Source: an optimization exercise on an open RTL-to-GDS flow (aim: small area, a short achievable clock period and few clock cycles). Production flows keep margins and buffers that such runs may drop. For this run, only the layout was checked, not whether the RTL still works.

File: design/flow/constraint.sdc
create_clock -name core_clock -period 17.0 [get_ports {clk}]
set_input_delay 3.4000 -clock core_clock [delete_from_list [all_inputs] [get_ports {clk}]]
set_output_delay 3.4000 -clock core_clock [all_outputs]
set_load 0.01 [all_outputs]
File: design/flow/run.sh
#!/bin/bash
# synth_recipe.tcl (not shown) runs the flow's synth.tcl, then flattens the netlist and writes it again
# the make line also repeats each setting of config.mk as NAME=value (left out here)
make -C /OpenROAD-flow-scripts/flow DESIGN_CONFIG=/design/flow/config.mk WORK_HOME=/design/flow/orfs CLKGATE_MAP_FILE= SYNTH_SCRIPT=/design/flow/synth_recipe.tcl finish
File: design/flow/design.v
localparam [4:0]
    NOP_ALU  = 5'd0,
    ADD_ALU  = 5'd1,
    SUB_ALU  = 5'd2,
    DAA_ALU  = 5'd3,
    BAND_ALU = 5'd4,
    BOR_ALU  = 5'd5,
    BXOR_ALU = 5'd6,
    BSET_ALU = 5'd7,
    AND_ALU  = 5'd8,
    OR_ALU   = 5'd9,
    XOR_ALU  = 5'd10,
    CPL_ALU  = 5'd11,
    MUL_ALU  = 5'd12,
    MULS_ALU = 5'd13,
    SH4_ALU  = 5'd14,
    DIV_ALU  = 5'd15,
    SHL_ALU  = 5'd16,
    SHR_ALU  = 5'd17,
    RRD_ALU  = 5'd18,
    RLD_ALU  = 5'd19,
    MIRR_ALU = 5'd20,
    BS1B_ALU = 5'd21,
    MOD_ALU  = 5'd22;
localparam [2:0]
    NONE_CX  = 3'd0,
    CIN_CX   = 3'd1,
    COM_CX   = 3'd2,
    B0_CX    = 3'd3,
    HI_CX    = 3'd4,
    ZF_CX    = 3'd5,
    SA_CX    = 3'd6,
    SH_CX    = 3'd7;
module jt900h_div(
    input             rst,
    input             clk,
    input             cen,
    input      [31:0] op0,  
    input      [15:0] op1,  
    input             len,
    input             start,
    input             sign,
    output     [15:0] quot,
    output     [15:0] rem,
    output reg        busy,
    output            v
);
localparam STEPS = 4;
localparam NQL = 32/STEPS;  
reg  [15:0] r, s, d;
reg  [ 2:0] cnt;
reg         lng;
wire        sign0 = len ? op0[31] : op0[15];
wire        sign1 = len ? op1[15] : op1[7];
wire        neg0  = sign & sign0;
wire        neg1  = sign & sign1;
wire [31:0] a     = neg0 ? -op0 : op0;           
wire [15:0] b16   = neg1 ? -op1 : op1;
wire [15:0] dm    = len ? b16 : { 8'd0, b16[7:0] };  
wire        long0 = len ? a[31:16] >= dm : a[15:8] >= dm[7:0];
reg  [15:0] rr, ss;
reg  [16:0] t, dif;
integer k;
always @* begin
    rr = r;
    ss = s;
    for( k=0; k<STEPS; k=k+1 ) begin
        t   = { rr, ss[15] };
        dif = t - { 1'b0, d };
        ss  = { ss[14:0], ~dif[16] };
        rr  = dif[16] ? t[15:0] : dif[15:0];
    end
end
always @(posedge clk) begin
    if( start ) begin
        d   <= dm;
        lng <= long0;
        r   <= long0 ? 16'd0 : len ? a[31:16] : { 8'd0, a[15:8] };
        s   <= len ? ( long0 ? a[31:16] : a[15:0] ) : ( long0 ? a[15:0] : { a[7:0], 8'd0 } );
        cnt <= len ? ( long0 ? NQL-1 : NQL/2-1 ) : ( long0 ? NQL/2-1 : NQL/4-1 );
    end else begin
        r   <= rr;
        s   <= ( len && lng && cnt==NQL/2 ) ? a[15:0] : ss;
        cnt <= cnt - 1'd1;
    end
end
always @(posedge clk or posedge rst) begin
    if( rst )
        busy <= 0;
    else
        busy <= start | ( busy && cnt!=0 );
end
wire rsi = sign & (sign0 ^ sign1);
assign quot = rsi  ? -s : s;
assign rem  = neg0 ? -r : r;
assign v    = lng | ( sign & ( len ? s[15] : s[7] ) );
endmodule
module jt900h_alu(
    input             rst,
    input             clk,
    input             cen,
    input      [31:0] op0,       
    input      [31:0] op1,       
    input      [31:0] op2,       
    input             bs,ws,qs,
    input             div_sign,       
    input             div,
    output            div_busy,
    input       [4:0] alu_sel,
    input       [2:0] cx_sel,
    input             nin, hin, cin, zin,
    output            s,z,p,c,v,
    output reg        h,
    output reg [31:0] rslt
);
localparam [4:0]
    NOP_ALU  = 5'd0,
    ADD_ALU  = 5'd1,
    SUB_ALU  = 5'd2,
    DAA_ALU  = 5'd3,
    BAND_ALU = 5'd4,
    BOR_ALU  = 5'd5,
    BXOR_ALU = 5'd6,
    BSET_ALU = 5'd7,
    AND_ALU  = 5'd8,
    OR_ALU   = 5'd9,
    XOR_ALU  = 5'd10,
    CPL_ALU  = 5'd11,
    MUL_ALU  = 5'd12,
    MULS_ALU = 5'd13,
    SH4_ALU  = 5'd14,
    DIV_ALU  = 5'd15,
    SHL_ALU  = 5'd16,
    SHR_ALU  = 5'd17,
    RRD_ALU  = 5'd18,
    RLD_ALU  = 5'd19,
    MIRR_ALU = 5'd20,
    BS1B_ALU = 5'd21,
    MOD_ALU  = 5'd22;
localparam [2:0]
    NONE_CX  = 3'd0,
    CIN_CX   = 3'd1,
    COM_CX   = 3'd2,
    B0_CX    = 3'd3,
    HI_CX    = 3'd4,
    ZF_CX    = 3'd5,
    SA_CX    = 3'd6,
    SH_CX    = 3'd7;
reg  cx, c8, c16, c32, vv;
reg  [ 7:0] daa;
wire [15:0] div_quot, div_rem;
wire        bsel, div_v;
reg         upper02, upper03, upper08, upper09, upperaf, upper9f,
            upper7f, upper6f, lower09, loweraf, lower03, lower6f, cdaa;
jt900h_div u_div (
    .rst  ( rst         ),
    .clk  ( clk         ),
    .cen  ( cen         ),
    .op0  ( op0         ),  
    .op1  ( op1[15:0]   ),
    .len  ( qs          ),
    .sign ( div_sign    ),
    .start( div         ),
    .quot ( div_quot    ),
    .rem  ( div_rem     ),
    .busy ( div_busy    ),
    .v    ( div_v       )
);
always @* begin
    {cdaa,daa} = 0;
    upper02 = op0[7:4]<=2;
    upper03 = op0[7:4]<=3;
    upper08 = op0[7:4]<=8;
    upper09 = op0[7:4]<=9;
    upperaf = ~upper09;
    upper9f = ~upper08;
    upper7f = op0[7:4]>=7;
    upper6f = op0[7:4]>=6;
    lower09 = op0[3:0]<=9;
    loweraf = ~lower09;
    lower03 = op0[3:0]<=3;
    lower6f = op0[3:0]>=6;
    if( !nin && !cin && upper09 && !hin && lower09 ) { cdaa, daa } = 9'h000;
    if( !nin && !cin && upper08 && !hin && loweraf ) { cdaa, daa } = 9'h006;
    if( !nin && !cin && upper09 &&  hin && lower03 ) { cdaa, daa } = 9'h006;
    if( !nin && !cin && upperaf && !hin && lower09 ) { cdaa, daa } = 9'h160;
    if( !nin && !cin && upper9f && !hin && loweraf ) { cdaa, daa } = 9'h166;
    if( !nin && !cin && upperaf &&  hin && lower03 ) { cdaa, daa } = 9'h166;
    if( !nin &&  cin && upper02 && !hin && lower09 ) { cdaa, daa } = 9'h160;
    if( !nin &&  cin && upper02 && !hin && loweraf ) { cdaa, daa } = 9'h166;
    if( !nin &&  cin && upper03 &&  hin && lower03 ) { cdaa, daa } = 9'h166;
    if(  nin && !cin && upper09 && !hin && lower09 ) { cdaa, daa } = 9'h000;
    if(  nin && !cin && upper08 &&  hin && lower6f ) { cdaa, daa } = 9'h0fa;
    if(  nin &&  cin && upper7f && !hin && lower09 ) { cdaa, daa } = 9'h1a0;
    if(  nin &&  cin && upper6f &&  hin && lower6f ) { cdaa, daa } = 9'h19a;
end
wire        sub  = alu_sel==SUB_ALU;
wire [31:0] addb = sub ? ~op1 : op1;
wire [32:0] sumx = {1'b0,op0} + {1'b0,addb} + {32'd0,cx^sub};
wire [31:0] sum  = sumx[31:0];
wire [31:0] cry  = sum ^ op0 ^ addb;     
wire [31:0] mp;
jt900h_mul u_mul(
    .a ( { alu_sel[0] & op0[15], op0[15:0] } ),
    .b ( { alu_sel[0] & op1[15], op1[15:0] } ),
    .p ( mp )
);
assign bsel = op0[op1[3:0]];
always @* begin
    case( cx_sel )
        CIN_CX:  cx =  cin;
        COM_CX:  cx = ~cin;
        B0_CX:   cx = op0[0];  
        HI_CX:   cx = 1;
        ZF_CX:   cx = ~zin;
        SA_CX:   cx = bs ? op2[7] : ws ? op2[15] : op2[31];    
        SH_CX:   cx = op2[0];
        default: cx = 0;
    endcase
    {c32,c16,c8}={3{cx}};
    vv   = 0;
    rslt = op0;
    h    = 0;
    case(alu_sel)
        ADD_ALU, SUB_ALU: begin
            rslt = sum;
            h    = cry[ 4] ^ sub;
            c8   = cry[ 8] ^ sub;
            c16  = cry[16] ^ sub;
            c32  = sumx[32] ^ sub;
            vv   = bs ? &{op0[ 7],addb[ 7],~sum[ 7]}|&{~op0[ 7],~addb[ 7],sum[ 7]} :
                   ws ? &{op0[15],addb[15],~sum[15]}|&{~op0[15],~addb[15],sum[15]} :
                        &{op0[31],addb[31],~sum[31]}|&{~op0[31],~addb[31],sum[31]};
        end
        DAA_ALU:  {c8, rslt[7:0]}= {cdaa,daa};
        BAND_ALU: begin {c32,c16,c8} =  {3{bsel & cx}}; rslt[op1[3:0]]=c8; end
        BOR_ALU:  begin {c32,c16,c8} =  {3{bsel | cx}}; rslt[op1[3:0]]=c8; end
        BXOR_ALU: begin {c32,c16,c8} =  {3{bsel ^ cx}}; rslt[op1[3:0]]=c8; end
        BSET_ALU: begin {c32,c16,c8} =  {3{bsel ^ cx}}; rslt[op1[3:0]]=cx; end
        AND_ALU:  rslt = op0&op1;
        OR_ALU:   rslt = op0|op1;
        XOR_ALU:  rslt = op0^op1;
        CPL_ALU:  rslt[15:0] = ~op0[15:0];
        MUL_ALU, MULS_ALU: rslt = mp[31:0];
        SH4_ALU:  rslt = { 27'd0, op1[3:0]==0, op1[3:0] };  
        DIV_ALU: begin
            if( ws )
                rslt[15:0] = { div_rem[ 7:0], div_quot[ 7:0] };
            else
                rslt[31:0] = { div_rem[15:0], div_quot[15:0] };
            vv = div_v;
        end
        SHL_ALU: begin  
            {c32,rslt} = {op2,cx};
            c8  = op2[ 7];
            c16 = op2[15];
        end
        SHR_ALU: begin  
            {rslt,c8} = {cx,op2};
            if( bs ) rslt[ 7] = cx;
            if( ws ) rslt[15] = cx;
            {c32,c16} = {2{op2[0]}};
        end
        RRD_ALU: rslt[15:0] = { op1[3:0], op0[7:4], op1[7:4], op0[3:0] };  
        RLD_ALU: rslt[15:0] = { op0[3:0], op1[3:0], op1[7:4], op0[7:4] };  
        MIRR_ALU: rslt[15:0] = {
                op0[0], op0[1], op0[2], op0[3], op0[4], op0[5], op0[6], op0[7],
                op0[8], op0[9], op0[10], op0[11], op0[12], op0[13], op0[14], op0[15] };
        BS1B_ALU: casez(op0[15:0])  
            16'b1???_????_????_????: rslt[7:0] = 15;
            16'b01??_????_????_????: rslt[7:0] = 14;
            16'b001?_????_????_????: rslt[7:0] = 13;
            16'b0001_????_????_????: rslt[7:0] = 12;
            16'b0000_1???_????_????: rslt[7:0] = 11;
            16'b0000_01??_????_????: rslt[7:0] = 10;
            16'b0000_001?_????_????: rslt[7:0] = 9;
            16'b0000_0001_????_????: rslt[7:0] = 8;
            16'b0000_0000_1???_????: rslt[7:0] = 7;
            16'b0000_0000_01??_????: rslt[7:0] = 6;
            16'b0000_0000_001?_????: rslt[7:0] = 5;
            16'b0000_0000_0001_????: rslt[7:0] = 4;
            16'b0000_0000_0000_1???: rslt[7:0] = 3;
            16'b0000_0000_0000_01??: rslt[7:0] = 2;
            16'b0000_0000_0000_001?: rslt[7:0] = 1;
            16'b0000_0000_0000_0001: rslt[7:0] = 0;
            default: begin rslt[7:0]=0; vv=1; end
        endcase
        MOD_ALU: rslt[15:0] = (op0[15:0]&~op1[15:0])|(op2[15:0]&op1[15:0]);
        default:;
    endcase
end
assign z = bs ? rslt[7:0]==0 : ws ? rslt[15:0]==0 : rslt==0;
assign s = bs ? rslt[7] : ws ? rslt[15] : rslt[31];
assign v = vv;
assign c = bs ? c8 : ws ? c16 : c32;
assign p = bs ? ~^rslt[7:0] : ~^rslt[15:0];
endmodule
module jt900h_mul(
    input  [16:0] a,
    input  [16:0] b,
    output [31:0] p
);
wire [17:0] bx = { b[16], b };
wire [18:0] ax = { a[16], a, 1'b0 };  
wire one0 = bx[0] ^ 1'b0;
wire two0 = ( bx[1] & ~bx[0] & ~1'b0 ) | ( ~bx[1] & bx[0] & 1'b0 );
wire neg0 = bx[1];
wire pp0_0 = ( ( one0 & ax[1] ) | ( two0 & ax[0] ) ) ^ neg0;
wire pp0_1 = ( ( one0 & ax[2] ) | ( two0 & ax[1] ) ) ^ neg0;
wire pp0_2 = ( ( one0 & ax[3] ) | ( two0 & ax[2] ) ) ^ neg0;
wire pp0_3 = ( ( one0 & ax[4] ) | ( two0 & ax[3] ) ) ^ neg0;
wire pp0_4 = ( ( one0 & ax[5] ) | ( two0 & ax[4] ) ) ^ neg0;
wire pp0_5 = ( ( one0 & ax[6] ) | ( two0 & ax[5] ) ) ^ neg0;
wire pp0_6 = ( ( one0 & ax[7] ) | ( two0 & ax[6] ) ) ^ neg0;
wire pp0_7 = ( ( one0 & ax[8] ) | ( two0 & ax[7] ) ) ^ neg0;
wire pp0_8 = ( ( one0 & ax[9] ) | ( two0 & ax[8] ) ) ^ neg0;
wire pp0_9 = ( ( one0 & ax[10] ) | ( two0 & ax[9] ) ) ^ neg0;
wire pp0_10 = ( ( one0 & ax[11] ) | ( two0 & ax[10] ) ) ^ neg0;
wire pp0_11 = ( ( one0 & ax[12] ) | ( two0 & ax[11] ) ) ^ neg0;
wire pp0_12 = ( ( one0 & ax[13] ) | ( two0 & ax[12] ) ) ^ neg0;
wire pp0_13 = ( ( one0 & ax[14] ) | ( two0 & ax[13] ) ) ^ neg0;
wire pp0_14 = ( ( one0 & ax[15] ) | ( two0 & ax[14] ) ) ^ neg0;
wire pp0_15 = ( ( one0 & ax[16] ) | ( two0 & ax[15] ) ) ^ neg0;
wire pp0_16 = ( ( one0 & ax[17] ) | ( two0 & ax[16] ) ) ^ neg0;
wire pp0_17 = ~( ( ( one0 & ax[18] ) | ( two0 & ax[17] ) ) ^ neg0 );
wire one1 = bx[2] ^ bx[1];
wire two1 = ( bx[3] & ~bx[2] & ~bx[1] ) | ( ~bx[3] & bx[2] & bx[1] );
wire neg1 = bx[3];
wire pp1_0 = ( ( one1 & ax[1] ) | ( two1 & ax[0] ) ) ^ neg1;
wire pp1_1 = ( ( one1 & ax[2] ) | ( two1 & ax[1] ) ) ^ neg1;
wire pp1_2 = ( ( one1 & ax[3] ) | ( two1 & ax[2] ) ) ^ neg1;
wire pp1_3 = ( ( one1 & ax[4] ) | ( two1 & ax[3] ) ) ^ neg1;
wire pp1_4 = ( ( one1 & ax[5] ) | ( two1 & ax[4] ) ) ^ neg1;
wire pp1_5 = ( ( one1 & ax[6] ) | ( two1 & ax[5] ) ) ^ neg1;
wire pp1_6 = ( ( one1 & ax[7] ) | ( two1 & ax[6] ) ) ^ neg1;
wire pp1_7 = ( ( one1 & ax[8] ) | ( two1 & ax[7] ) ) ^ neg1;
wire pp1_8 = ( ( one1 & ax[9] ) | ( two1 & ax[8] ) ) ^ neg1;
wire pp1_9 = ( ( one1 & ax[10] ) | ( two1 & ax[9] ) ) ^ neg1;
wire pp1_10 = ( ( one1 & ax[11] ) | ( two1 & ax[10] ) ) ^ neg1;
wire pp1_11 = ( ( one1 & ax[12] ) | ( two1 & ax[11] ) ) ^ neg1;
wire pp1_12 = ( ( one1 & ax[13] ) | ( two1 & ax[12] ) ) ^ neg1;
wire pp1_13 = ( ( one1 & ax[14] ) | ( two1 & ax[13] ) ) ^ neg1;
wire pp1_14 = ( ( one1 & ax[15] ) | ( two1 & ax[14] ) ) ^ neg1;
wire pp1_15 = ( ( one1 & ax[16] ) | ( two1 & ax[15] ) ) ^ neg1;
wire pp1_16 = ( ( one1 & ax[17] ) | ( two1 & ax[16] ) ) ^ neg1;
wire pp1_17 = ~( ( ( one1 & ax[18] ) | ( two1 & ax[17] ) ) ^ neg1 );
wire one2 = bx[4] ^ bx[3];
wire two2 = ( bx[5] & ~bx[4] & ~bx[3] ) | ( ~bx[5] & bx[4] & bx[3] );
wire neg2 = bx[5];
wire pp2_0 = ( ( one2 & ax[1] ) | ( two2 & ax[0] ) ) ^ neg2;
wire pp2_1 = ( ( one2 & ax[2] ) | ( two2 & ax[1] ) ) ^ neg2;
wire pp2_2 = ( ( one2 & ax[3] ) | ( two2 & ax[2] ) ) ^ neg2;
wire pp2_3 = ( ( one2 & ax[4] ) | ( two2 & ax[3] ) ) ^ neg2;
wire pp2_4 = ( ( one2 & ax[5] ) | ( two2 & ax[4] ) ) ^ neg2;
wire pp2_5 = ( ( one2 & ax[6] ) | ( two2 & ax[5] ) ) ^ neg2;
wire pp2_6 = ( ( one2 & ax[7] ) | ( two2 & ax[6] ) ) ^ neg2;
wire pp2_7 = ( ( one2 & ax[8] ) | ( two2 & ax[7] ) ) ^ neg2;
wire pp2_8 = ( ( one2 & ax[9] ) | ( two2 & ax[8] ) ) ^ neg2;
wire pp2_9 = ( ( one2 & ax[10] ) | ( two2 & ax[9] ) ) ^ neg2;
wire pp2_10 = ( ( one2 & ax[11] ) | ( two2 & ax[10] ) ) ^ neg2;
wire pp2_11 = ( ( one2 & ax[12] ) | ( two2 & ax[11] ) ) ^ neg2;
wire pp2_12 = ( ( one2 & ax[13] ) | ( two2 & ax[12] ) ) ^ neg2;
wire pp2_13 = ( ( one2 & ax[14] ) | ( two2 & ax[13] ) ) ^ neg2;
wire pp2_14 = ( ( one2 & ax[15] ) | ( two2 & ax[14] ) ) ^ neg2;
wire pp2_15 = ( ( one2 & ax[16] ) | ( two2 & ax[15] ) ) ^ neg2;
wire pp2_16 = ( ( one2 & ax[17] ) | ( two2 & ax[16] ) ) ^ neg2;
wire pp2_17 = ~( ( ( one2 & ax[18] ) | ( two2 & ax[17] ) ) ^ neg2 );
wire one3 = bx[6] ^ bx[5];
wire two3 = ( bx[7] & ~bx[6] & ~bx[5] ) | ( ~bx[7] & bx[6] & bx[5] );
wire neg3 = bx[7];
wire pp3_0 = ( ( one3 & ax[1] ) | ( two3 & ax[0] ) ) ^ neg3;
wire pp3_1 = ( ( one3 & ax[2] ) | ( two3 & ax[1] ) ) ^ neg3;
wire pp3_2 = ( ( one3 & ax[3] ) | ( two3 & ax[2] ) ) ^ neg3;
wire pp3_3 = ( ( one3 & ax[4] ) | ( two3 & ax[3] ) ) ^ neg3;
wire pp3_4 = ( ( one3 & ax[5] ) | ( two3 & ax[4] ) ) ^ neg3;
wire pp3_5 = ( ( one3 & ax[6] ) | ( two3 & ax[5] ) ) ^ neg3;
wire pp3_6 = ( ( one3 & ax[7] ) | ( two3 & ax[6] ) ) ^ neg3;
wire pp3_7 = ( ( one3 & ax[8] ) | ( two3 & ax[7] ) ) ^ neg3;
wire pp3_8 = ( ( one3 & ax[9] ) | ( two3 & ax[8] ) ) ^ neg3;
wire pp3_9 = ( ( one3 & ax[10] ) | ( two3 & ax[9] ) ) ^ neg3;
wire pp3_10 = ( ( one3 & ax[11] ) | ( two3 & ax[10] ) ) ^ neg3;
wire pp3_11 = ( ( one3 & ax[12] ) | ( two3 & ax[11] ) ) ^ neg3;
wire pp3_12 = ( ( one3 & ax[13] ) | ( two3 & ax[12] ) ) ^ neg3;
wire pp3_13 = ( ( one3 & ax[14] ) | ( two3 & ax[13] ) ) ^ neg3;
wire pp3_14 = ( ( one3 & ax[15] ) | ( two3 & ax[14] ) ) ^ neg3;
wire pp3_15 = ( ( one3 & ax[16] ) | ( two3 & ax[15] ) ) ^ neg3;
wire pp3_16 = ( ( one3 & ax[17] ) | ( two3 & ax[16] ) ) ^ neg3;
wire pp3_17 = ~( ( ( one3 & ax[18] ) | ( two3 & ax[17] ) ) ^ neg3 );
wire one4 = bx[8] ^ bx[7];
wire two4 = ( bx[9] & ~bx[8] & ~bx[7] ) | ( ~bx[9] & bx[8] & bx[7] );
wire neg4 = bx[9];
wire pp4_0 = ( ( one4 & ax[1] ) | ( two4 & ax[0] ) ) ^ neg4;
wire pp4_1 = ( ( one4 & ax[2] ) | ( two4 & ax[1] ) ) ^ neg4;
wire pp4_2 = ( ( one4 & ax[3] ) | ( two4 & ax[2] ) ) ^ neg4;
wire pp4_3 = ( ( one4 & ax[4] ) | ( two4 & ax[3] ) ) ^ neg4;
wire pp4_4 = ( ( one4 & ax[5] ) | ( two4 & ax[4] ) ) ^ neg4;
wire pp4_5 = ( ( one4 & ax[6] ) | ( two4 & ax[5] ) ) ^ neg4;
wire pp4_6 = ( ( one4 & ax[7] ) | ( two4 & ax[6] ) ) ^ neg4;
wire pp4_7 = ( ( one4 & ax[8] ) | ( two4 & ax[7] ) ) ^ neg4;
wire pp4_8 = ( ( one4 & ax[9] ) | ( two4 & ax[8] ) ) ^ neg4;
wire pp4_9 = ( ( one4 & ax[10] ) | ( two4 & ax[9] ) ) ^ neg4;
wire pp4_10 = ( ( one4 & ax[11] ) | ( two4 & ax[10] ) ) ^ neg4;
wire pp4_11 = ( ( one4 & ax[12] ) | ( two4 & ax[11] ) ) ^ neg4;
wire pp4_12 = ( ( one4 & ax[13] ) | ( two4 & ax[12] ) ) ^ neg4;
wire pp4_13 = ( ( one4 & ax[14] ) | ( two4 & ax[13] ) ) ^ neg4;
wire pp4_14 = ( ( one4 & ax[15] ) | ( two4 & ax[14] ) ) ^ neg4;
wire pp4_15 = ( ( one4 & ax[16] ) | ( two4 & ax[15] ) ) ^ neg4;
wire pp4_16 = ( ( one4 & ax[17] ) | ( two4 & ax[16] ) ) ^ neg4;
wire pp4_17 = ~( ( ( one4 & ax[18] ) | ( two4 & ax[17] ) ) ^ neg4 );
wire one5 = bx[10] ^ bx[9];
wire two5 = ( bx[11] & ~bx[10] & ~bx[9] ) | ( ~bx[11] & bx[10] & bx[9] );
wire neg5 = bx[11];
wire pp5_0 = ( ( one5 & ax[1] ) | ( two5 & ax[0] ) ) ^ neg5;
wire pp5_1 = ( ( one5 & ax[2] ) | ( two5 & ax[1] ) ) ^ neg5;
wire pp5_2 = ( ( one5 & ax[3] ) | ( two5 & ax[2] ) ) ^ neg5;
wire pp5_3 = ( ( one5 & ax[4] ) | ( two5 & ax[3] ) ) ^ neg5;
wire pp5_4 = ( ( one5 & ax[5] ) | ( two5 & ax[4] ) ) ^ neg5;
wire pp5_5 = ( ( one5 & ax[6] ) | ( two5 & ax[5] ) ) ^ neg5;
wire pp5_6 = ( ( one5 & ax[7] ) | ( two5 & ax[6] ) ) ^ neg5;
wire pp5_7 = ( ( one5 & ax[8] ) | ( two5 & ax[7] ) ) ^ neg5;
wire pp5_8 = ( ( one5 & ax[9] ) | ( two5 & ax[8] ) ) ^ neg5;
wire pp5_9 = ( ( one5 & ax[10] ) | ( two5 & ax[9] ) ) ^ neg5;
wire pp5_10 = ( ( one5 & ax[11] ) | ( two5 & ax[10] ) ) ^ neg5;
wire pp5_11 = ( ( one5 & ax[12] ) | ( two5 & ax[11] ) ) ^ neg5;
wire pp5_12 = ( ( one5 & ax[13] ) | ( two5 & ax[12] ) ) ^ neg5;
wire pp5_13 = ( ( one5 & ax[14] ) | ( two5 & ax[13] ) ) ^ neg5;
wire pp5_14 = ( ( one5 & ax[15] ) | ( two5 & ax[14] ) ) ^ neg5;
wire pp5_15 = ( ( one5 & ax[16] ) | ( two5 & ax[15] ) ) ^ neg5;
wire pp5_16 = ( ( one5 & ax[17] ) | ( two5 & ax[16] ) ) ^ neg5;
wire pp5_17 = ~( ( ( one5 & ax[18] ) | ( two5 & ax[17] ) ) ^ neg5 );
wire one6 = bx[12] ^ bx[11];
wire two6 = ( bx[13] & ~bx[12] & ~bx[11] ) | ( ~bx[13] & bx[12] & bx[11] );
wire neg6 = bx[13];
wire pp6_0 = ( ( one6 & ax[1] ) | ( two6 & ax[0] ) ) ^ neg6;
wire pp6_1 = ( ( one6 & ax[2] ) | ( two6 & ax[1] ) ) ^ neg6;
wire pp6_2 = ( ( one6 & ax[3] ) | ( two6 & ax[2] ) ) ^ neg6;
wire pp6_3 = ( ( one6 & ax[4] ) | ( two6 & ax[3] ) ) ^ neg6;
wire pp6_4 = ( ( one6 & ax[5] ) | ( two6 & ax[4] ) ) ^ neg6;
wire pp6_5 = ( ( one6 & ax[6] ) | ( two6 & ax[5] ) ) ^ neg6;
wire pp6_6 = ( ( one6 & ax[7] ) | ( two6 & ax[6] ) ) ^ neg6;
wire pp6_7 = ( ( one6 & ax[8] ) | ( two6 & ax[7] ) ) ^ neg6;
wire pp6_8 = ( ( one6 & ax[9] ) | ( two6 & ax[8] ) ) ^ neg6;
wire pp6_9 = ( ( one6 & ax[10] ) | ( two6 & ax[9] ) ) ^ neg6;
wire pp6_10 = ( ( one6 & ax[11] ) | ( two6 & ax[10] ) ) ^ neg6;
wire pp6_11 = ( ( one6 & ax[12] ) | ( two6 & ax[11] ) ) ^ neg6;
wire pp6_12 = ( ( one6 & ax[13] ) | ( two6 & ax[12] ) ) ^ neg6;
wire pp6_13 = ( ( one6 & ax[14] ) | ( two6 & ax[13] ) ) ^ neg6;
wire pp6_14 = ( ( one6 & ax[15] ) | ( two6 & ax[14] ) ) ^ neg6;
wire pp6_15 = ( ( one6 & ax[16] ) | ( two6 & ax[15] ) ) ^ neg6;
wire pp6_16 = ( ( one6 & ax[17] ) | ( two6 & ax[16] ) ) ^ neg6;
wire pp6_17 = ~( ( ( one6 & ax[18] ) | ( two6 & ax[17] ) ) ^ neg6 );
wire one7 = bx[14] ^ bx[13];
wire two7 = ( bx[15] & ~bx[14] & ~bx[13] ) | ( ~bx[15] & bx[14] & bx[13] );
wire neg7 = bx[15];
wire pp7_0 = ( ( one7 & ax[1] ) | ( two7 & ax[0] ) ) ^ neg7;
wire pp7_1 = ( ( one7 & ax[2] ) | ( two7 & ax[1] ) ) ^ neg7;
wire pp7_2 = ( ( one7 & ax[3] ) | ( two7 & ax[2] ) ) ^ neg7;
wire pp7_3 = ( ( one7 & ax[4] ) | ( two7 & ax[3] ) ) ^ neg7;
wire pp7_4 = ( ( one7 & ax[5] ) | ( two7 & ax[4] ) ) ^ neg7;
wire pp7_5 = ( ( one7 & ax[6] ) | ( two7 & ax[5] ) ) ^ neg7;
wire pp7_6 = ( ( one7 & ax[7] ) | ( two7 & ax[6] ) ) ^ neg7;
wire pp7_7 = ( ( one7 & ax[8] ) | ( two7 & ax[7] ) ) ^ neg7;
wire pp7_8 = ( ( one7 & ax[9] ) | ( two7 & ax[8] ) ) ^ neg7;
wire pp7_9 = ( ( one7 & ax[10] ) | ( two7 & ax[9] ) ) ^ neg7;
wire pp7_10 = ( ( one7 & ax[11] ) | ( two7 & ax[10] ) ) ^ neg7;
wire pp7_11 = ( ( one7 & ax[12] ) | ( two7 & ax[11] ) ) ^ neg7;
wire pp7_12 = ( ( one7 & ax[13] ) | ( two7 & ax[12] ) ) ^ neg7;
wire pp7_13 = ( ( one7 & ax[14] ) | ( two7 & ax[13] ) ) ^ neg7;
wire pp7_14 = ( ( one7 & ax[15] ) | ( two7 & ax[14] ) ) ^ neg7;
wire pp7_15 = ( ( one7 & ax[16] ) | ( two7 & ax[15] ) ) ^ neg7;
wire pp7_16 = ( ( one7 & ax[17] ) | ( two7 & ax[16] ) ) ^ neg7;
wire pp7_17 = ~( ( ( one7 & ax[18] ) | ( two7 & ax[17] ) ) ^ neg7 );
wire one8 = bx[16] ^ bx[15];
wire two8 = ( bx[17] & ~bx[16] & ~bx[15] ) | ( ~bx[17] & bx[16] & bx[15] );
wire neg8 = bx[17];
wire pp8_0 = ( ( one8 & ax[1] ) | ( two8 & ax[0] ) ) ^ neg8;
wire pp8_1 = ( ( one8 & ax[2] ) | ( two8 & ax[1] ) ) ^ neg8;
wire pp8_2 = ( ( one8 & ax[3] ) | ( two8 & ax[2] ) ) ^ neg8;
wire pp8_3 = ( ( one8 & ax[4] ) | ( two8 & ax[3] ) ) ^ neg8;
wire pp8_4 = ( ( one8 & ax[5] ) | ( two8 & ax[4] ) ) ^ neg8;
wire pp8_5 = ( ( one8 & ax[6] ) | ( two8 & ax[5] ) ) ^ neg8;
wire pp8_6 = ( ( one8 & ax[7] ) | ( two8 & ax[6] ) ) ^ neg8;
wire pp8_7 = ( ( one8 & ax[8] ) | ( two8 & ax[7] ) ) ^ neg8;
wire pp8_8 = ( ( one8 & ax[9] ) | ( two8 & ax[8] ) ) ^ neg8;
wire pp8_9 = ( ( one8 & ax[10] ) | ( two8 & ax[9] ) ) ^ neg8;
wire pp8_10 = ( ( one8 & ax[11] ) | ( two8 & ax[10] ) ) ^ neg8;
wire pp8_11 = ( ( one8 & ax[12] ) | ( two8 & ax[11] ) ) ^ neg8;
wire pp8_12 = ( ( one8 & ax[13] ) | ( two8 & ax[12] ) ) ^ neg8;
wire pp8_13 = ( ( one8 & ax[14] ) | ( two8 & ax[13] ) ) ^ neg8;
wire pp8_14 = ( ( one8 & ax[15] ) | ( two8 & ax[14] ) ) ^ neg8;
wire pp8_15 = ( ( one8 & ax[16] ) | ( two8 & ax[15] ) ) ^ neg8;
wire s1 = pp0_16 ^ pp1_14;
wire c2 = pp0_16 & pp1_14;
wire s3 = pp0_17 ^ pp1_15 ^ pp2_13;
wire c4 = ( pp0_17 & pp1_15 ) | ( pp0_17 & pp2_13 ) | ( pp1_15 & pp2_13 );
wire s5 = pp1_16 ^ pp2_14;
wire c6 = pp1_16 & pp2_14;
wire s7 = pp0_10 ^ pp1_8;
wire c8 = pp0_10 & pp1_8;
wire s9 = pp0_11 ^ pp1_9;
wire c10 = pp0_11 & pp1_9;
wire s11 = pp0_12 ^ pp1_10 ^ pp2_8;
wire c12 = ( pp0_12 & pp1_10 ) | ( pp0_12 & pp2_8 ) | ( pp1_10 & pp2_8 );
wire s13 = pp3_6 ^ pp4_4;
wire c14 = pp3_6 & pp4_4;
wire s15 = pp0_13 ^ pp1_11 ^ pp2_9;
wire c16 = ( pp0_13 & pp1_11 ) | ( pp0_13 & pp2_9 ) | ( pp1_11 & pp2_9 );
wire s17 = pp3_7 ^ pp4_5;
wire c18 = pp3_7 & pp4_5;
wire s19 = pp0_14 ^ pp1_12 ^ pp2_10;
wire c20 = ( pp0_14 & pp1_12 ) | ( pp0_14 & pp2_10 ) | ( pp1_12 & pp2_10 );
wire s21 = pp3_8 ^ pp4_6 ^ pp5_4;
wire c22 = ( pp3_8 & pp4_6 ) | ( pp3_8 & pp5_4 ) | ( pp4_6 & pp5_4 );
wire s23 = pp6_2 ^ pp7_0;
wire c24 = pp6_2 & pp7_0;
wire s25 = pp0_15 ^ pp1_13 ^ pp2_11;
wire c26 = ( pp0_15 & pp1_13 ) | ( pp0_15 & pp2_11 ) | ( pp1_13 & pp2_11 );
wire s27 = pp3_9 ^ pp4_7 ^ pp5_5;
wire c28 = ( pp3_9 & pp4_7 ) | ( pp3_9 & pp5_5 ) | ( pp4_7 & pp5_5 );
wire s29 = pp6_3 ^ pp7_1;
wire c30 = pp6_3 & pp7_1;
wire s31 = s1 ^ pp2_12 ^ pp3_10;
wire c32 = ( s1 & pp2_12 ) | ( s1 & pp3_10 ) | ( pp2_12 & pp3_10 );
wire s33 = pp4_8 ^ pp5_6 ^ pp6_4;
wire c34 = ( pp4_8 & pp5_6 ) | ( pp4_8 & pp6_4 ) | ( pp5_6 & pp6_4 );
wire s35 = pp7_2 ^ pp8_0 ^ neg8;
wire c36 = ( pp7_2 & pp8_0 ) | ( pp7_2 & neg8 ) | ( pp8_0 & neg8 );
wire s37 = c2 ^ s3 ^ pp3_11;
wire c38 = ( c2 & s3 ) | ( c2 & pp3_11 ) | ( s3 & pp3_11 );
wire s39 = pp4_9 ^ pp5_7 ^ pp6_5;
wire c40 = ( pp4_9 & pp5_7 ) | ( pp4_9 & pp6_5 ) | ( pp5_7 & pp6_5 );
wire s41 = pp7_3 ^ pp8_1 ^ 1'b1;
wire c42 = ( pp7_3 & pp8_1 ) | ( pp7_3 & 1'b1 ) | ( pp8_1 & 1'b1 );
wire s43 = c4 ^ s5 ^ pp3_12;
wire c44 = ( c4 & s5 ) | ( c4 & pp3_12 ) | ( s5 & pp3_12 );
wire s45 = pp4_10 ^ pp5_8 ^ pp6_6;
wire c46 = ( pp4_10 & pp5_8 ) | ( pp4_10 & pp6_6 ) | ( pp5_8 & pp6_6 );
wire s47 = pp7_4 ^ pp8_2 ^ 1'b1;
wire c48 = ( pp7_4 & pp8_2 ) | ( pp7_4 & 1'b1 ) | ( pp8_2 & 1'b1 );
wire s49 = c6 ^ pp1_17 ^ pp2_15;
wire c50 = ( c6 & pp1_17 ) | ( c6 & pp2_15 ) | ( pp1_17 & pp2_15 );
wire s51 = pp3_13 ^ pp4_11 ^ pp5_9;
wire c52 = ( pp3_13 & pp4_11 ) | ( pp3_13 & pp5_9 ) | ( pp4_11 & pp5_9 );
wire s53 = pp6_7 ^ pp7_5 ^ pp8_3;
wire c54 = ( pp6_7 & pp7_5 ) | ( pp6_7 & pp8_3 ) | ( pp7_5 & pp8_3 );
wire s55 = pp2_16 ^ pp3_14 ^ pp4_12;
wire c56 = ( pp2_16 & pp3_14 ) | ( pp2_16 & pp4_12 ) | ( pp3_14 & pp4_12 );
wire s57 = pp5_10 ^ pp6_8 ^ pp7_6;
wire c58 = ( pp5_10 & pp6_8 ) | ( pp5_10 & pp7_6 ) | ( pp6_8 & pp7_6 );
wire s59 = pp8_4 ^ 1'b1;
wire c60 = pp8_4 & 1'b1;
wire s61 = pp2_17 ^ pp3_15 ^ pp4_13;
wire c62 = ( pp2_17 & pp3_15 ) | ( pp2_17 & pp4_13 ) | ( pp3_15 & pp4_13 );
wire s63 = pp5_11 ^ pp6_9 ^ pp7_7;
wire c64 = ( pp5_11 & pp6_9 ) | ( pp5_11 & pp7_7 ) | ( pp6_9 & pp7_7 );
wire s65 = pp3_16 ^ pp4_14 ^ pp5_12;
wire c66 = ( pp3_16 & pp4_14 ) | ( pp3_16 & pp5_12 ) | ( pp4_14 & pp5_12 );
wire s67 = pp6_10 ^ pp7_8;
wire c68 = pp6_10 & pp7_8;
wire s69 = pp3_17 ^ pp4_15 ^ pp5_13;
wire c70 = ( pp3_17 & pp4_15 ) | ( pp3_17 & pp5_13 ) | ( pp4_15 & pp5_13 );
wire s71 = pp4_16 ^ pp5_14;
wire c72 = pp4_16 & pp5_14;
wire s73 = pp0_6 ^ pp1_4;
wire c74 = pp0_6 & pp1_4;
wire s75 = pp0_7 ^ pp1_5;
wire c76 = pp0_7 & pp1_5;
wire s77 = pp0_8 ^ pp1_6 ^ pp2_4;
wire c78 = ( pp0_8 & pp1_6 ) | ( pp0_8 & pp2_4 ) | ( pp1_6 & pp2_4 );
wire s79 = pp3_2 ^ pp4_0;
wire c80 = pp3_2 & pp4_0;
wire s81 = pp0_9 ^ pp1_7 ^ pp2_5;
wire c82 = ( pp0_9 & pp1_7 ) | ( pp0_9 & pp2_5 ) | ( pp1_7 & pp2_5 );
wire s83 = pp3_3 ^ pp4_1;
wire c84 = pp3_3 & pp4_1;
wire s85 = s7 ^ pp2_6 ^ pp3_4;
wire c86 = ( s7 & pp2_6 ) | ( s7 & pp3_4 ) | ( pp2_6 & pp3_4 );
wire s87 = pp4_2 ^ pp5_0 ^ neg5;
wire c88 = ( pp4_2 & pp5_0 ) | ( pp4_2 & neg5 ) | ( pp5_0 & neg5 );
wire s89 = c8 ^ s9 ^ pp2_7;
wire c90 = ( c8 & s9 ) | ( c8 & pp2_7 ) | ( s9 & pp2_7 );
wire s91 = pp3_5 ^ pp4_3 ^ pp5_1;
wire c92 = ( pp3_5 & pp4_3 ) | ( pp3_5 & pp5_1 ) | ( pp4_3 & pp5_1 );
wire s93 = c10 ^ s11 ^ s13;
wire c94 = ( c10 & s11 ) | ( c10 & s13 ) | ( s11 & s13 );
wire s95 = pp5_2 ^ pp6_0 ^ neg6;
wire c96 = ( pp5_2 & pp6_0 ) | ( pp5_2 & neg6 ) | ( pp6_0 & neg6 );
wire s97 = c12 ^ c14 ^ s15;
wire c98 = ( c12 & c14 ) | ( c12 & s15 ) | ( c14 & s15 );
wire s99 = s17 ^ pp5_3 ^ pp6_1;
wire c100 = ( s17 & pp5_3 ) | ( s17 & pp6_1 ) | ( pp5_3 & pp6_1 );
wire s101 = c16 ^ c18 ^ s19;
wire c102 = ( c16 & c18 ) | ( c16 & s19 ) | ( c18 & s19 );
wire s103 = s21 ^ s23 ^ neg7;
wire c104 = ( s21 & s23 ) | ( s21 & neg7 ) | ( s23 & neg7 );
wire s105 = c20 ^ c22 ^ c24;
wire c106 = ( c20 & c22 ) | ( c20 & c24 ) | ( c22 & c24 );
wire s107 = s25 ^ s27 ^ s29;
wire c108 = ( s25 & s27 ) | ( s25 & s29 ) | ( s27 & s29 );
wire s109 = c26 ^ c28 ^ c30;
wire c110 = ( c26 & c28 ) | ( c26 & c30 ) | ( c28 & c30 );
wire s111 = s31 ^ s33 ^ s35;
wire c112 = ( s31 & s33 ) | ( s31 & s35 ) | ( s33 & s35 );
wire s113 = c32 ^ c34 ^ c36;
wire c114 = ( c32 & c34 ) | ( c32 & c36 ) | ( c34 & c36 );
wire s115 = s37 ^ s39 ^ s41;
wire c116 = ( s37 & s39 ) | ( s37 & s41 ) | ( s39 & s41 );
wire s117 = c38 ^ c40 ^ c42;
wire c118 = ( c38 & c40 ) | ( c38 & c42 ) | ( c40 & c42 );
wire s119 = s43 ^ s45 ^ s47;
wire c120 = ( s43 & s45 ) | ( s43 & s47 ) | ( s45 & s47 );
wire s121 = c44 ^ c46 ^ c48;
wire c122 = ( c44 & c46 ) | ( c44 & c48 ) | ( c46 & c48 );
wire s123 = s49 ^ s51 ^ s53;
wire c124 = ( s49 & s51 ) | ( s49 & s53 ) | ( s51 & s53 );
wire s125 = c50 ^ c52 ^ c54;
wire c126 = ( c50 & c52 ) | ( c50 & c54 ) | ( c52 & c54 );
wire s127 = s55 ^ s57 ^ s59;
wire c128 = ( s55 & s57 ) | ( s55 & s59 ) | ( s57 & s59 );
wire s129 = c56 ^ c58 ^ c60;
wire c130 = ( c56 & c58 ) | ( c56 & c60 ) | ( c58 & c60 );
wire s131 = s61 ^ s63 ^ pp8_5;
wire c132 = ( s61 & s63 ) | ( s61 & pp8_5 ) | ( s63 & pp8_5 );
wire s133 = c62 ^ c64 ^ s65;
wire c134 = ( c62 & c64 ) | ( c62 & s65 ) | ( c64 & s65 );
wire s135 = s67 ^ pp8_6 ^ 1'b1;
wire c136 = ( s67 & pp8_6 ) | ( s67 & 1'b1 ) | ( pp8_6 & 1'b1 );
wire s137 = c66 ^ c68 ^ s69;
wire c138 = ( c66 & c68 ) | ( c66 & s69 ) | ( c68 & s69 );
wire s139 = pp6_11 ^ pp7_9 ^ pp8_7;
wire c140 = ( pp6_11 & pp7_9 ) | ( pp6_11 & pp8_7 ) | ( pp7_9 & pp8_7 );
wire s141 = c70 ^ s71 ^ pp6_12;
wire c142 = ( c70 & s71 ) | ( c70 & pp6_12 ) | ( s71 & pp6_12 );
wire s143 = pp7_10 ^ pp8_8 ^ 1'b1;
wire c144 = ( pp7_10 & pp8_8 ) | ( pp7_10 & 1'b1 ) | ( pp8_8 & 1'b1 );
wire s145 = c72 ^ pp4_17 ^ pp5_15;
wire c146 = ( c72 & pp4_17 ) | ( c72 & pp5_15 ) | ( pp4_17 & pp5_15 );
wire s147 = pp6_13 ^ pp7_11 ^ pp8_9;
wire c148 = ( pp6_13 & pp7_11 ) | ( pp6_13 & pp8_9 ) | ( pp7_11 & pp8_9 );
wire s149 = pp5_16 ^ pp6_14 ^ pp7_12;
wire c150 = ( pp5_16 & pp6_14 ) | ( pp5_16 & pp7_12 ) | ( pp6_14 & pp7_12 );
wire s151 = pp8_10 ^ 1'b1;
wire c152 = pp8_10 & 1'b1;
wire s153 = pp5_17 ^ pp6_15 ^ pp7_13;
wire c154 = ( pp5_17 & pp6_15 ) | ( pp5_17 & pp7_13 ) | ( pp6_15 & pp7_13 );
wire s155 = pp6_16 ^ pp7_14;
wire c156 = pp6_16 & pp7_14;
wire s157 = pp0_4 ^ pp1_2;
wire c158 = pp0_4 & pp1_2;
wire s159 = pp0_5 ^ pp1_3;
wire c160 = pp0_5 & pp1_3;
wire s161 = s73 ^ pp2_2 ^ pp3_0;
wire c162 = ( s73 & pp2_2 ) | ( s73 & pp3_0 ) | ( pp2_2 & pp3_0 );
wire s163 = c74 ^ s75 ^ pp2_3;
wire c164 = ( c74 & s75 ) | ( c74 & pp2_3 ) | ( s75 & pp2_3 );
wire s165 = c76 ^ s77 ^ s79;
wire c166 = ( c76 & s77 ) | ( c76 & s79 ) | ( s77 & s79 );
wire s167 = c78 ^ c80 ^ s81;
wire c168 = ( c78 & c80 ) | ( c78 & s81 ) | ( c80 & s81 );
wire s169 = c82 ^ c84 ^ s85;
wire c170 = ( c82 & c84 ) | ( c82 & s85 ) | ( c84 & s85 );
wire s171 = c86 ^ c88 ^ s89;
wire c172 = ( c86 & c88 ) | ( c86 & s89 ) | ( c88 & s89 );
wire s173 = c90 ^ c92 ^ s93;
wire c174 = ( c90 & c92 ) | ( c90 & s93 ) | ( c92 & s93 );
wire s175 = c94 ^ c96 ^ s97;
wire c176 = ( c94 & c96 ) | ( c94 & s97 ) | ( c96 & s97 );
wire s177 = c98 ^ c100 ^ s101;
wire c178 = ( c98 & c100 ) | ( c98 & s101 ) | ( c100 & s101 );
wire s179 = c102 ^ c104 ^ s105;
wire c180 = ( c102 & c104 ) | ( c102 & s105 ) | ( c104 & s105 );
wire s181 = c106 ^ c108 ^ s109;
wire c182 = ( c106 & c108 ) | ( c106 & s109 ) | ( c108 & s109 );
wire s183 = c110 ^ c112 ^ s113;
wire c184 = ( c110 & c112 ) | ( c110 & s113 ) | ( c112 & s113 );
wire s185 = c114 ^ c116 ^ s117;
wire c186 = ( c114 & c116 ) | ( c114 & s117 ) | ( c116 & s117 );
wire s187 = c118 ^ c120 ^ s121;
wire c188 = ( c118 & c120 ) | ( c118 & s121 ) | ( c120 & s121 );
wire s189 = c122 ^ c124 ^ s125;
wire c190 = ( c122 & c124 ) | ( c122 & s125 ) | ( c124 & s125 );
wire s191 = c126 ^ c128 ^ s129;
wire c192 = ( c126 & c128 ) | ( c126 & s129 ) | ( c128 & s129 );
wire s193 = c130 ^ c132 ^ s133;
wire c194 = ( c130 & c132 ) | ( c130 & s133 ) | ( c132 & s133 );
wire s195 = c134 ^ c136 ^ s137;
wire c196 = ( c134 & c136 ) | ( c134 & s137 ) | ( c136 & s137 );
wire s197 = c138 ^ c140 ^ s141;
wire c198 = ( c138 & c140 ) | ( c138 & s141 ) | ( c140 & s141 );
wire s199 = c142 ^ c144 ^ s145;
wire c200 = ( c142 & c144 ) | ( c142 & s145 ) | ( c144 & s145 );
wire s201 = c146 ^ c148 ^ s149;
wire c202 = ( c146 & c148 ) | ( c146 & s149 ) | ( c148 & s149 );
wire s203 = c150 ^ c152 ^ s153;
wire c204 = ( c150 & c152 ) | ( c150 & s153 ) | ( c152 & s153 );
wire s205 = c154 ^ s155 ^ pp8_12;
wire c206 = ( c154 & s155 ) | ( c154 & pp8_12 ) | ( s155 & pp8_12 );
wire s207 = c156 ^ pp6_17 ^ pp7_15;
wire c208 = ( c156 & pp6_17 ) | ( c156 & pp7_15 ) | ( pp6_17 & pp7_15 );
wire s209 = pp7_16 ^ pp8_14;
wire c210 = pp7_16 & pp8_14;
wire s211 = pp0_2 ^ pp1_0;
wire c212 = pp0_2 & pp1_0;
wire s213 = pp0_3 ^ pp1_1;
wire c214 = pp0_3 & pp1_1;
wire s215 = s157 ^ pp2_0 ^ neg2;
wire c216 = ( s157 & pp2_0 ) | ( s157 & neg2 ) | ( pp2_0 & neg2 );
wire s217 = c158 ^ s159 ^ pp2_1;
wire c218 = ( c158 & s159 ) | ( c158 & pp2_1 ) | ( s159 & pp2_1 );
wire s219 = c160 ^ s161 ^ neg3;
wire c220 = ( c160 & s161 ) | ( c160 & neg3 ) | ( s161 & neg3 );
wire s221 = c162 ^ s163 ^ pp3_1;
wire c222 = ( c162 & s163 ) | ( c162 & pp3_1 ) | ( s163 & pp3_1 );
wire s223 = c164 ^ s165 ^ neg4;
wire c224 = ( c164 & s165 ) | ( c164 & neg4 ) | ( s165 & neg4 );
wire s225 = c166 ^ s167 ^ s83;
wire c226 = ( c166 & s167 ) | ( c166 & s83 ) | ( s167 & s83 );
wire s227 = c168 ^ s169 ^ s87;
wire c228 = ( c168 & s169 ) | ( c168 & s87 ) | ( s169 & s87 );
wire s229 = c170 ^ s171 ^ s91;
wire c230 = ( c170 & s171 ) | ( c170 & s91 ) | ( s171 & s91 );
wire s231 = c172 ^ s173 ^ s95;
wire c232 = ( c172 & s173 ) | ( c172 & s95 ) | ( s173 & s95 );
wire s233 = c174 ^ s175 ^ s99;
wire c234 = ( c174 & s175 ) | ( c174 & s99 ) | ( s175 & s99 );
wire s235 = c176 ^ s177 ^ s103;
wire c236 = ( c176 & s177 ) | ( c176 & s103 ) | ( s177 & s103 );
wire s237 = c178 ^ s179 ^ s107;
wire c238 = ( c178 & s179 ) | ( c178 & s107 ) | ( s179 & s107 );
wire s239 = c180 ^ s181 ^ s111;
wire c240 = ( c180 & s181 ) | ( c180 & s111 ) | ( s181 & s111 );
wire s241 = c182 ^ s183 ^ s115;
wire c242 = ( c182 & s183 ) | ( c182 & s115 ) | ( s183 & s115 );
wire s243 = c184 ^ s185 ^ s119;
wire c244 = ( c184 & s185 ) | ( c184 & s119 ) | ( s185 & s119 );
wire s245 = c186 ^ s187 ^ s123;
wire c246 = ( c186 & s187 ) | ( c186 & s123 ) | ( s187 & s123 );
wire s247 = c188 ^ s189 ^ s127;
wire c248 = ( c188 & s189 ) | ( c188 & s127 ) | ( s189 & s127 );
wire s249 = c190 ^ s191 ^ s131;
wire c250 = ( c190 & s191 ) | ( c190 & s131 ) | ( s191 & s131 );
wire s251 = c192 ^ s193 ^ s135;
wire c252 = ( c192 & s193 ) | ( c192 & s135 ) | ( s193 & s135 );
wire s253 = c194 ^ s195 ^ s139;
wire c254 = ( c194 & s195 ) | ( c194 & s139 ) | ( s195 & s139 );
wire s255 = c196 ^ s197 ^ s143;
wire c256 = ( c196 & s197 ) | ( c196 & s143 ) | ( s197 & s143 );
wire s257 = c198 ^ s199 ^ s147;
wire c258 = ( c198 & s199 ) | ( c198 & s147 ) | ( s199 & s147 );
wire s259 = c200 ^ s201 ^ s151;
wire c260 = ( c200 & s201 ) | ( c200 & s151 ) | ( s201 & s151 );
wire s261 = c202 ^ s203 ^ pp8_11;
wire c262 = ( c202 & s203 ) | ( c202 & pp8_11 ) | ( s203 & pp8_11 );
wire s263 = c204 ^ s205 ^ 1'b1;
wire c264 = ( c204 & s205 ) | ( c204 & 1'b1 ) | ( s205 & 1'b1 );
wire s265 = c206 ^ s207 ^ pp8_13;
wire c266 = ( c206 & s207 ) | ( c206 & pp8_13 ) | ( s207 & pp8_13 );
wire s267 = c208 ^ s209 ^ 1'b1;
wire c268 = ( c208 & s209 ) | ( c208 & 1'b1 ) | ( s209 & 1'b1 );
wire s269 = c210 ^ pp7_17 ^ pp8_15;
wire c270 = ( c210 & pp7_17 ) | ( c210 & pp8_15 ) | ( pp7_17 & pp8_15 );
wire [31:0] r0 = { c268, c266, c264, c262, c260, c258, c256, c254, c252, c250, c248, c246, c244, c242, c240, c238, c236, c234, c232, c230, c228, c226, c224, c222, c220, c218, c216, c214, c212, s211, pp0_1, pp0_0 };
wire [31:0] r1 = { s269, s267, s265, s263, s261, s259, s257, s255, s253, s251, s249, s247, s245, s243, s241, s239, s237, s235, s233, s231, s229, s227, s225, s223, s221, s219, s217, s215, s213, neg1, 1'b0, neg0 };
assign p = r0 + r1;
endmodule
File: design/flow/config.mk
export PLATFORM = sky130hd
export DESIGN_NAME = jt900h_alu
export DESIGN_NICKNAME = jt900h_alu
export VERILOG_FILES = /design/flow/design.v
export SDC_FILE = /design/flow/constraint.sdc
export NUM_CORES = 4
export LEC_CHECK = 0
export CAP_MARGIN = 20
export CORE_MARGIN = 2
export CORE_UTILIZATION = 40
export PLACE_DENSITY = 0.6
export SLEW_MARGIN = 20
==> results.ini <==
[drt]
drt_pass1_iterations = 9
via_per_inst = 6.35
vias = 25900
route.detailed.drc = 0
totalWireLength_mm = 105
wl_per_cell_um = 25.6
drt_iter0_drc = 2935
antenna_left = 0

[job]
maxCapViolations = 0

[worst_hold_path]
min_path_type = flop to flop

[logic_synthesis]
synth_edf_count = 17
synthesis.area_mm2 = 0.0238
syn_inst = 3273
synth.most_common_cell = inv_1
ys_seq_elements = 53
async_reset_ff_frac = 0.0189
synthTopCellsByCount = inv_1, xnor2_1, ha_1, nand2_1
syn_avg_cell_area_um2 = 7.27
syn-num-nets = 3766
ys.flop_type = dfxtp_1
yosys_warnings = 2
yosysUniqueCellTypes = 105
yosysSeqAreaShare = 0.0520
synth_top_area_share = 0.142
synth_area_leaders = ha_1, xnor2_1, fa_1
synth_area_leader_cell = ha_1

[clock_network]
hold_buffers = 0
insertion_delay_ns = 0.30
clkSlewWorstSetupHoldPaths_ns = 0.07
cts-root-buf = clkbuf_16
cts_buffers = 5
ctsLongestPathBuffers = 2
post-cts-setup-buffers = 0
post_cts_resize_count = 0
cts_tree = yes
cts_sinks = 53
ctsHtreeMaxLevel = 2

[layout]
nNetsFinal = 3796
drive_above_1_share = 0.0493
area_growth_pct = 10.3

[sta]
maxSlewViolCount = 0
setup_viol = 0
fin_crit_sh = 0.947
setup_tns_ns = 0
worst_slew_pin_slew_ns = 1.10
slew_headroom = 0.259
hold_violations = 0
finalWorstPathRequiredPeriod_ns = 16.10
hold_slack_ns = 0.396
skew_ns = 0.0115
fmax_mhz = 62.1
rsz0062_at_grt = no

[critical_path]
slowest_stage = or4_1
critPathMaxFanout = 18
crit_arrival_ns = 12.70
slowest_delay_ns = 0.66
cp.required_ns = 13.60
endpoint_kind = primary output
critPathLaunchType = input pin
path_class = input pin to primary output

[floorplanning]
die_h_um = 248
core.rowCount = 89
coreArea_mm2 = 0.0589
start_util = 0.404
die_w_um = 248
dieArea_mm2 = 0.0614
io_pins = 155

[global_routing]
grt_pass1_wl_mm = 155
antenna_found_initial = 7
grt_pass1_vias = 24300
overflow = 0
track_usage = 0.332
grt_max_degree = 83

[run_status]
status = complete, no violations

[placement]
gp_congestion = 1.10
dpl.hpwl_mm = 81.5
io_buffers = 153

[worst paths after layout]
check,from,cells after the start,endpoint,slack [ns]
max,op1[3],28,z,0.90
min,u_div.cnt[0],1,u_div.cnt[0],0.40
max reg2reg,u_div.d[1],43,u_div.r[12],3.61
min reg2reg,u_div.cnt[0],1,u_div.cnt[0],0.40
max in group asynchronous,rst,2,u_div.busy,13.68
min in group asynchronous,rst,2,u_div.busy,3.23
[sequential cells by signal, summed over array words and instances, names as in the netlist]
| register | cells |
|---|---|
| u_div.r | 16 |
| u_div.lng | 1 |
| u_div.cnt | 3 |
| u_div.s | 16 |
| u_div.busy | 1 |
| u_div.d | 16 |
[critical path, delay by kind of cell]
kind | cells | cell delay [ns]
compound gates | 6 | 2.09
xor+xnor | 2 | 0.37
fa+ha+maj | 7 | 3.18
buf+inv | 8 | 1.99
simple gates | 5 | 1.64
[cell families after synthesis]
group	Yosys count	share of synthesized area
adder cells (fa/ha/maj)	377	0.232
AO/OA/AOI/OAI	1006	0.286
buffers and inverters	539	0.0859
flip-flops	53	0.0520
multiplexers	82	0.0379
XOR/XNOR	365	0.134
AND/OR/NAND/NOR	851	0.171
[cell type report]
type	instances	area (um2)
clock buffers	7	143
fillers	6088	32700
multi-input cells	2681	20500
diodes	4	10.0
flip-flops and latches	53	1240
inverters	326	1220
repair buffers	236	2130
clock inverters	1	7.51
well taps	773	967
[routing by layer]
layer / wire length, um / track usage
met3: 10800 / 0.0642
met1: 42200 / 0.435
met2: 45300 / 0.517
met4: 6290 / 0.167
met5: 55 / 0
[metrics by stage]
step                      instance area, um2  cells  utilization  worst slack (ns)
after floorplan                        23800   3273            -              2.76
after global placement                 26100   4069        0.443              1.13
final                                  26200   4081        0.445             0.901
after CTS                              26200   4077        0.445              1.05
after global routing                   26200   4077        0.445             0.640
after detailed placement               26100   4069        0.443              1.04
[cells in the final DEF, fill, tap and decap left out, types with 12 or more instances in the layout]
master and count:
a221oi_1 36, a211oi_1 18, a221o_1 25, ha_1 269, nor4_1 17, or2_2 12, buf_4 83, a31oi_1 26
nor2_1 221, o32ai_1 12, a21oi_1 203, o211ai_1 23, xor2_1 59, nor3_1 64, xnor2_1 306, o31ai_1 27
fa_1 108, nand3_1 57, o21a_1 23, a22oi_1 138, or3_1 33, dfxtp_1 35, o21ai_1 18, o21bai_1 17
nand2_1 258, mux2i_1 65, nand4_1 37, o22ai_1 21, nor2b_1 18, o2111ai_1 18, and3_1 16, and2_1 14
clkdlybuf4s50_1 148, inv_1 318, o21ai_0 222, nand2b_1 54, edfxtp_1 17, a21o_1 57

afterwards: timing with drivers on the ports:
Ports are ideal in the flow. The routed layout listed here was re-timed in OpenROAD. Step 1: set_driving_cell puts a clkbuf_16 on clk and a buf_2 on each other input, an assumption about the parent block. Step 2 moves the port delays by t, midway between the first and last clock arrival at a register: inputs arrive t later, outputs are due t later. That takes back most of the time a late clock gives input paths. Slacks: ideal ports / drivers / drivers and shift; pairs: ideal ports / drivers.
t (ns): 0.336
setup slack, ns: 0.901 / 0.874 / 0.874
clock arrival spread, ns: 0.012 / 0.012
After both steps this run still meets setup and hold. For this run, drivers alone change the setup slack by -0.027 ns; drivers and shift together by -0.027 ns.
